This is an optimization exercise on Yosys and OpenROAD, whose aim is small area, a short achievable clock period and few clock cycles, not a production implementation.
The RTL was checked by simulation tests, not by an equivalence proof against the original design.

`design/flow/run.sh`:
```
#!/bin/bash
# synth_recipe.tcl (not shown) runs the flow's synth.tcl, then flattens the netlist and writes it again
# the make line also repeats each setting of config.mk as NAME=value (left out here)
make -C /OpenROAD-flow-scripts/flow DESIGN_CONFIG=/design/flow/config.mk WORK_HOME=/design/flow/orfs CLKGATE_MAP_FILE= SYNTH_SCRIPT=/design/flow/synth_recipe.tcl finish
```
`design/flow/config.mk`:
```
export PLATFORM = sky130hd
export DESIGN_NAME = mips
export DESIGN_NICKNAME = mips
export VERILOG_FILES = /design/flow/design.v
export SDC_FILE = /design/flow/constraint.sdc
export NUM_CORES = 4
export LEC_CHECK = 0
export CAP_MARGIN = 20
export CORE_MARGIN = 2
export CORE_UTILIZATION = 40
export PLACE_DENSITY = 0.6
export SLEW_MARGIN = 20
```
`design/flow/constraint.sdc`:
```
create_clock -name core_clock -period 11.0 [get_ports {clk}]
set_input_delay 2.2000 -clock core_clock [delete_from_list [all_inputs] [get_ports {clk}]]
set_output_delay 2.2000 -clock core_clock [all_outputs]
set_load 0.01 [all_outputs]
```
`design/flow/design.v`:
```
module regfile(
		input [4:0] wr_num, input [31:0] wr_data, input wr_en,
		input [4:0] rd0_num, output [31:0] rd0_data,
		input [4:0] rd1_num, output [31:0] rd1_data,
		input clk);
    reg[31:0] data [1:31];  
	always @(posedge clk)
        if(wr_en && wr_num!=0) data[wr_num] <= wr_data;
   	assign rd0_data = (rd0_num!=0) ? data[rd0_num] : 32'h00000000;
   	assign rd1_data = (rd1_num!=0) ? data[rd1_num] : 32'h00000000;
endmodule
module mips(input clk, reset,
            input  [31:0] instr_in, data_in,
            output [31:0] instr_addr, data_addr, data_out,
            output        data_rd_wr);
    parameter [31:0] pc_init = 32'h80020000;
    localparam OP_SPECIAL  = 6'b000000, OP_SPECIAL2 = 6'b011100,
               OP_J = 6'b000010, OP_JAL = 6'b000011,
               OP_BEQ = 6'b000100, OP_BNE = 6'b000101,
               OP_ADDIU = 6'b001001, OP_SLTI = 6'b001010, OP_LUI = 6'b001111,
               OP_LW = 6'b100011, OP_SW = 6'b101011;
    localparam FN_SLL = 6'b000000, FN_JR = 6'b001000,
               FN_ADDU = 6'b100001, FN_SUBU = 6'b100011, FN_MUL = 6'b000010;
    localparam A_ADD = 3'd0, A_SUB = 3'd1, A_SLT = 3'd2, A_SLL = 3'd3,
               A_MUL = 3'd4, A_LUI = 3'd5, A_LINK = 3'd6;
    reg  [31:0] pc;
    reg         id_valid;
    reg  [31:0] id_instr, id_pc4;
    wire        stall;
    wire        id_redirect;
    wire [31:0] id_target;
    assign instr_addr = pc;
    always @(posedge clk) begin
        if (reset) begin
            pc       <= pc_init;
            id_valid <= 1'b0;
        end else if (!stall) begin
            pc       <= id_redirect ? id_target : pc + 32'd4;
            id_valid <= 1'b1;
        end
        if (reset || !stall) begin
            id_instr <= instr_in;
            id_pc4   <= pc + 32'd4;
        end
    end
    wire [5:0]  op    = id_instr[31:26];
    wire [4:0]  f_rs  = id_instr[25:21];
    wire [4:0]  f_rt  = id_instr[20:16];
    wire [4:0]  f_rd  = id_instr[15:11];
    wire [4:0]  f_sa  = id_instr[10:6];
    wire [5:0]  fn    = id_instr[5:0];
    wire [15:0] f_imm = id_instr[15:0];
    wire [31:0] simm  = {{16{f_imm[15]}}, f_imm};
    reg        d_use_rs, d_use_rt, d_wr, d_load, d_store, d_imm, d_br_rs;
    reg        d_beq, d_bne, d_j, d_jr;
    reg [4:0]  d_dst;
    reg [2:0]  d_alu;
    always @* begin
        d_use_rs = 1'b0; d_use_rt = 1'b0; d_wr = 1'b0; d_load = 1'b0;
        d_store = 1'b0; d_imm = 1'b0; d_beq = 1'b0; d_bne = 1'b0;
        d_j = 1'b0; d_jr = 1'b0; d_dst = 5'd0; d_alu = A_ADD; d_br_rs = 1'b0;
        case (op)
            OP_ADDIU: begin d_use_rs = 1'b1; d_wr = 1'b1; d_dst = f_rt; d_imm = 1'b1; d_alu = A_ADD; end
            OP_SLTI:  begin d_use_rs = 1'b1; d_wr = 1'b1; d_dst = f_rt; d_imm = 1'b1; d_alu = A_SLT; end
            OP_LUI:   begin d_wr = 1'b1; d_dst = f_rt; d_alu = A_LUI; end
            OP_LW:    begin d_use_rs = 1'b1; d_wr = 1'b1; d_dst = f_rt; d_imm = 1'b1; d_load = 1'b1; end
            OP_SW:    begin d_use_rs = 1'b1; d_use_rt = 1'b1; d_imm = 1'b1; d_store = 1'b1; end
            OP_BEQ:   begin d_use_rs = 1'b1; d_use_rt = 1'b1; d_beq = 1'b1; end
            OP_BNE:   begin d_use_rs = 1'b1; d_use_rt = 1'b1; d_bne = 1'b1; end
            OP_J:     begin d_j = 1'b1; end
            OP_JAL:   begin d_j = 1'b1; d_wr = 1'b1; d_dst = 5'd31; d_alu = A_LINK; end
            OP_SPECIAL: case (fn)
                FN_SLL:  begin d_use_rt = 1'b1; d_wr = 1'b1; d_dst = f_rd; d_alu = A_SLL; end
                FN_JR:   begin d_use_rs = 1'b1; d_jr = 1'b1; end
                FN_SUBU: begin d_use_rs = 1'b1; d_use_rt = 1'b1; d_wr = 1'b1; d_dst = f_rd; d_alu = A_SUB; end
                default: begin d_use_rs = 1'b1; d_use_rt = 1'b1; d_wr = 1'b1; d_dst = f_rd; d_alu = A_ADD; end  
            endcase
            OP_SPECIAL2: if (fn == FN_MUL) begin
                d_use_rs = 1'b1; d_use_rt = 1'b1; d_wr = 1'b1; d_dst = f_rd; d_alu = A_MUL;
            end
            default: ;
        endcase
        if (d_dst == 5'd0) d_wr = 1'b0;
    end
    wire d_branch = d_beq | d_bne | d_jr;    
    reg        wb_wr;
    reg [4:0]  wb_dst;
    reg [31:0] wb_res;
    wire [31:0] rf_rs, rf_rt;
    regfile regs(.wr_num(wb_dst), .wr_data(wb_res), .wr_en(wb_wr),
                 .rd0_num(f_rs), .rd0_data(rf_rs),
                 .rd1_num(f_rt), .rd1_data(rf_rt),
                 .clk(clk));
    wire [31:0] id_rs_wb = (wb_wr && wb_dst == f_rs) ? wb_res : rf_rs;
    wire [31:0] id_rt_wb = (wb_wr && wb_dst == f_rt) ? wb_res : rf_rt;
    reg        ex_valid, ex_wr, ex_load, ex_store, ex_imm;
    reg [4:0]  ex_dst, ex_rs, ex_rt, ex_sa;
    reg [2:0]  ex_alu;
    reg [31:0] ex_a, ex_b, ex_simm, ex_link;
    reg        me_valid, me_wr, me_load, me_store;
    reg [4:0]  me_dst;
    reg [31:0] me_res, me_sdata;
    wire [31:0] br_rs = (me_valid && me_wr && me_dst == f_rs) ? me_res : id_rs_wb;
    wire [31:0] br_rt = (me_valid && me_wr && me_dst == f_rt) ? me_res : id_rt_wb;
    wire hz_rs = d_use_rs && f_rs != 5'd0;
    wire hz_rt = d_use_rt && f_rt != 5'd0;
    wire ex_hit = ex_valid && ex_wr && ((hz_rs && ex_dst == f_rs) || (hz_rt && ex_dst == f_rt));
    wire me_hit = me_valid && me_wr && me_load && ((hz_rs && me_dst == f_rs) || (hz_rt && me_dst == f_rt));
    assign stall = id_valid && ((ex_hit && (ex_load || d_branch)) || (me_hit && d_branch));
    wire br_eq = (br_rs == br_rt);
    assign id_redirect = id_valid && !stall &&
                         (d_j || d_jr || (d_beq && br_eq) || (d_bne && !br_eq));
    assign id_target = d_jr ? br_rs :
                       d_j  ? {id_pc4[31:28], id_instr[25:0], 2'b00} :
                              id_pc4 + {simm[29:0], 2'b00};
    always @(posedge clk) begin
        if (reset) begin
            ex_valid <= 1'b0;
        end else begin
            ex_valid <= id_valid && !stall;
        end
        ex_wr    <= d_wr && id_valid && !stall;
        ex_load  <= d_load;
        ex_store <= d_store && id_valid && !stall;
        ex_imm   <= d_imm;
        ex_alu   <= d_alu;
        ex_dst   <= d_dst;
        ex_rs    <= f_rs;
        ex_rt    <= f_rt;
        ex_sa    <= f_sa;
        ex_a     <= id_rs_wb;
        ex_b     <= id_rt_wb;
        ex_simm  <= simm;
        ex_link  <= id_pc4 + 32'd4;
    end
    wire [31:0] fa = (me_valid && me_wr && me_dst == ex_rs) ? me_res :
                     (wb_wr && wb_dst == ex_rs) ? wb_res : ex_a;
    wire [31:0] fb = (me_valid && me_wr && me_dst == ex_rt) ? me_res :
                     (wb_wr && wb_dst == ex_rt) ? wb_res : ex_b;
    wire [31:0] opb = ex_imm ? ex_simm : fb;
    reg [31:0] alu_y;
    always @* begin
        case (ex_alu)
            A_SUB:   alu_y = fa - opb;
            A_SLT:   alu_y = {31'd0, $signed(fa) < $signed(opb)};
            A_SLL:   alu_y = fb << ex_sa;
            A_MUL:   alu_y = fa * fb;
            A_LUI:   alu_y = {ex_simm[15:0], 16'd0};
            A_LINK:  alu_y = ex_link;
            default: alu_y = fa + opb;
        endcase
    end
    always @(posedge clk) begin
        if (reset) begin
            me_valid <= 1'b0;
            me_store <= 1'b0;
        end else begin
            me_valid <= ex_valid;
            me_store <= ex_valid && ex_store;
        end
        me_wr    <= ex_valid && ex_wr;
        me_load  <= ex_load;
        me_dst   <= ex_dst;
        me_res   <= alu_y;
        me_sdata <= fb;
    end
    assign data_addr  = me_res;
    assign data_out   = me_sdata;
    assign data_rd_wr = ~me_store;
    always @(posedge clk) begin
        if (reset) wb_wr <= 1'b0;
        else       wb_wr <= me_valid && me_wr;
        wb_dst <= me_dst;
        wb_res <= me_load ? data_in : me_res;
    end
endmodule
```
==> run notes <==
==> logic make-up after synthesis <==
kind of cell    after synthesis  share of synthesized area
flops                      1345                     0.4426
fa+ha+maj                   628                     0.1292
compound gates             1370                     0.1116
mux                         651                     0.1470
simple gates               1769                    0.09233
buf+inv                    1051                    0.05105
xor+xnor                    244                    0.02620
==> Yosys cell counts, types with 53 or more instances <==
cell	number	area, um^2
mux2i_1	141	1411
dfxtp_1	289	5786
nor2_1	677	2541
a31o_2	67	586.8
nand2_1	518	1944
fa_1	411	8228
clkbuf_1	309	1160
a211oi_1	75	563.0
a31oi_1	56	350.3
ha_1	217	2715
nand3_1	153	765.7
a21oi_1	237	1186
xor2_1	63	551.8
o22ai_1	87	544.3
mux4_2	471	10610
buf_2	53	265.3
nor3_1	129	645.6
inv_1	554	2079
edfxtp_1	1056	31710
xnor2_1	175	1533
o21ai_0	262	1311
a22oi_1	82	615.6
==> how the worst max path moves through the flow <==
stage,depth (start not counted),start,to,slack [ns]
2_1_floorplan,34,wb_dst[0]$_DFF_P_,me_res[31]$_DFF_P_,1.38
6_report,29,wb_dst[4]$_DFF_P_,me_res[31]$_DFF_P_,0.60
4_1_cts,29,wb_dst[2]$_DFF_P_,me_res[31]$_DFF_P_,0.79
3_3_place_gp,29,wb_dst[2]$_DFF_P_,me_res[31]$_DFF_P_,0.91
5_1_grt,29,wb_dst[2]$_DFF_P_,me_res[31]$_DFF_P_,0.02
3_5_place_dp,29,wb_dst[2]$_DFF_P_,me_res[31]$_DFF_P_,0.78
==> critical path, delay by kind of cell, from the launching register on <==
kind | cells | cell delay, ns
AO/OA/AOI/OAI | 5 | 1.87
XOR/XNOR | 11 | 2.42
adder cells (fa/ha/maj) | 8 | 3.73
buffers and inverters | 3 | 0.62
flip-flops | 1 | 0.60
AND/OR/NAND/NOR | 2 | 1.07
==> metrics by stage <==
stage | hold WS (ns) | instance area, um^2 | utilization
2_1_floorplan | 0.3314 | 84720 | -
3_3_place_gp | 0.3606 | 89940 | 0.4283
3_5_place_dp | 0.3577 | 89960 | 0.4284
4_1_cts | 0.3738 | 95040 | 0.4526
5_1_grt | 0.3807 | 95060 | 0.4527
6_report | 0.3768 | 95070 | 0.4527
==> flip-flops by register name, indices dropped and copies added, names as in the netlist, 16 cells and up, named ones only <==
name	flops
ex_a	32
ex_simm	16
ex_b	32
id_instr	32
regs.data	992
wb_res	32
me_res	32
id_pc4	32
ex_link	32
me_sdata	32
pc	32
==> routing by layer <==
| metal | GRT usage | wire length, um | up-vias |
|---|---|---|---|
| met5 | 0 | 38 | - |
| met3 | 0.06731 | 34010 | 869 |
| met2 | 0.4738 | 151000 | 4103 |
| li1 | - | - | 26310 |
| met4 | 0.1603 | 20930 | 6 |
| met1 | 0.3925 | 126100 | 32720 |
==> final cells by class <==
cell class / count / area share
antenna: 5 / 0.0001316
clock buffer: 189 / 0.04234
clock inverter: 86 / 0.01113
inverter: 582 / 0.02299
multi-input combinational: 4662 / 0.4547
sequential: 1345 / 0.3948
tap: 2805 / 0.03692
timing repair buffer: 405 / 0.03698
==> impl_metrics.py <==
metrics = {
    "status": {
        "status": "timing/DRC/antenna clean",
    },
    "worst_hold_path": {
        "hp-start": "ex_load$_DFF_P_",
        "min_to": "me_load$_DFF_P_",
        "hold_path_class": "register to register",
        "hold_depth": 0,
    },
    "route": {
        "wl_per_cell_um": 32.94,
        "vias": 64010,
        "dr.pass1.iters": 8,
        "routed_wl_um": 332000,
        "drtIter0Drc": 8536,
        "ant_nets": 0,
        "avgViaCountPerCell": 6.351,
        "drc": 0,
    },
    "worst_setup_path": {
        "worstPathArrival_ns": 11.13,
        "required_ns": 11.73,
        "ff2ff_path_depth": 29,
        "rr_endpoint": "me_res[31]$_DFF_P_",
        "cp_max_fo": 20,
        "path_class": "register to register",
        "critPathSlowestCell": "and4_1",
        "startpoint_type": "register",
        "r2r_start": "wb_dst[4]$_DFF_P_",
        "reg2reg_slack_ns": 0.60,
        "crit_path_max_incr_delay_ns": 0.86,
        "end_kind": "register",
    },
    "die": {
        "die_area_um2": 215500,
        "dieWidth_um": 464.2,
        "die-height_um": 464.2,
        "core_um2": 210000,
        "initial_core_util": 0.4035,
        "io_pins": 163,
        "num_rows": 168,
    },
    "global_route": {
        "grt_pass1_vias": 63620,
        "antenna_found_initial": 15,
        "grt-ovfl-total": 0,
        "grt_usage": 0.3026,
        "grt_pass1_wl_um": 469300,
        "grt_max_degree": 101,
    },
    "synthesis": {
        "synth.avg_cell_area_um2": 12.00,
        "synth_cell_types": 91,
        "synth-edff-count": 1056,
        "synth_cells": 7058,
        "ys.flop_type": "edfxtp_1",
        "syn-cell-area_um2": 84720,
        "syn_nets": 7752,
        "synth_seq_cells": 1345,
        "synth_warnings": 2,
        "async_reset_ff_frac": 0,
        "ys_seq_area_frac": 0.4426,
    },
    "timing": {
        "fin_ws_ns": 0.5966,
        "skew_ns": 0.09884,
        "min_period_ns": 10.40,
        "fmax_ghz": 0.09612,
        "period_share": 0.9458,
        "rsz0062_at_grt": "false",
        "setup_viol": 0,
        "finalMaxSlewViolations": 0,
        "final.setup.tns_ns": 0,
        "worst-slew-pin-transition_ns": 1.253,
        "relSlewSlack": 0.1644,
        "hold_viol": 0,
    },
    "placement": {
        "gp_congestion": 1.010,
        "place_ws_ns": 0.7755,
        "dpl.hpwl_um": 234700,
        "portBuffers": 162,
        "dp.cells": 9797,
    },
    "layout": {
        "layout_commonest_cell": "edfxtp_1",
        "fillers": 18990,
        "drive_gt1_frac": 0.1588,
        "final_cell_mix": "1056 x edfxtp_1, 640 x nor2_1, 552 x inv_1, 518 x nand2_1, 471 x mux4_2",
        "syn2layout_area_growth_pct": 12.21,
        "final_nets": 7841,
        "regArea_um2": 37530,
        "multiInputGateArea_um2": 43230,
        "fin_cells": 10080,
    },
    "cts": {
        "hold_buffers": 0,
        "cts.repair.resized": 0,
        "cts-root-buf": "clkbuf_16",
        "clk_pin_slew_ns": 0.06,
        "h-tree-depth": 4,
        "cts_buffers": 151,
        "clk_latency_ns": 0.86,
        "cts.sinks": 1345,
        "ctsLongestPathBuffers": 3,
        "cts_setup_buffers": 0,
        "cts_tree": "built",
    },
    "flow_run": {
        "drv_cap": 0,
    },
}
Testbench counts, summed over its fixed seeds: cycles 112,991.

==> static timing again, ports no longer ideal <==
The flow's constraints put no driver on any port. The routed layout listed below was extracted and timed again, unchanged, in two steps.
Step 1 sets driving cells, clkbuf_16 on the clock port and buf_2 on the other inputs (assumed; they add their load-dependent delay and slew).
Step 2, shift: input delay + t, output delay - t, t = (earliest + latest rising clock arrival at the registers) / 2. This alone moves slack from input paths to output paths.
a / b / c = ideal / step 1 / step 2; a / b = the first two.
t (ns): 0.903
setup slack, ns: 0.597 / 0.597 / 0.597
hold slack, ns: 0.377 / 0.377 / 0.377
worst register clock-pin slew, ns: 0.07 / 0.07
After both steps setup and hold are still met in this run. The setup slack of this run moves by 0.000 ns with the drivers and by 0.000 ns with both steps.
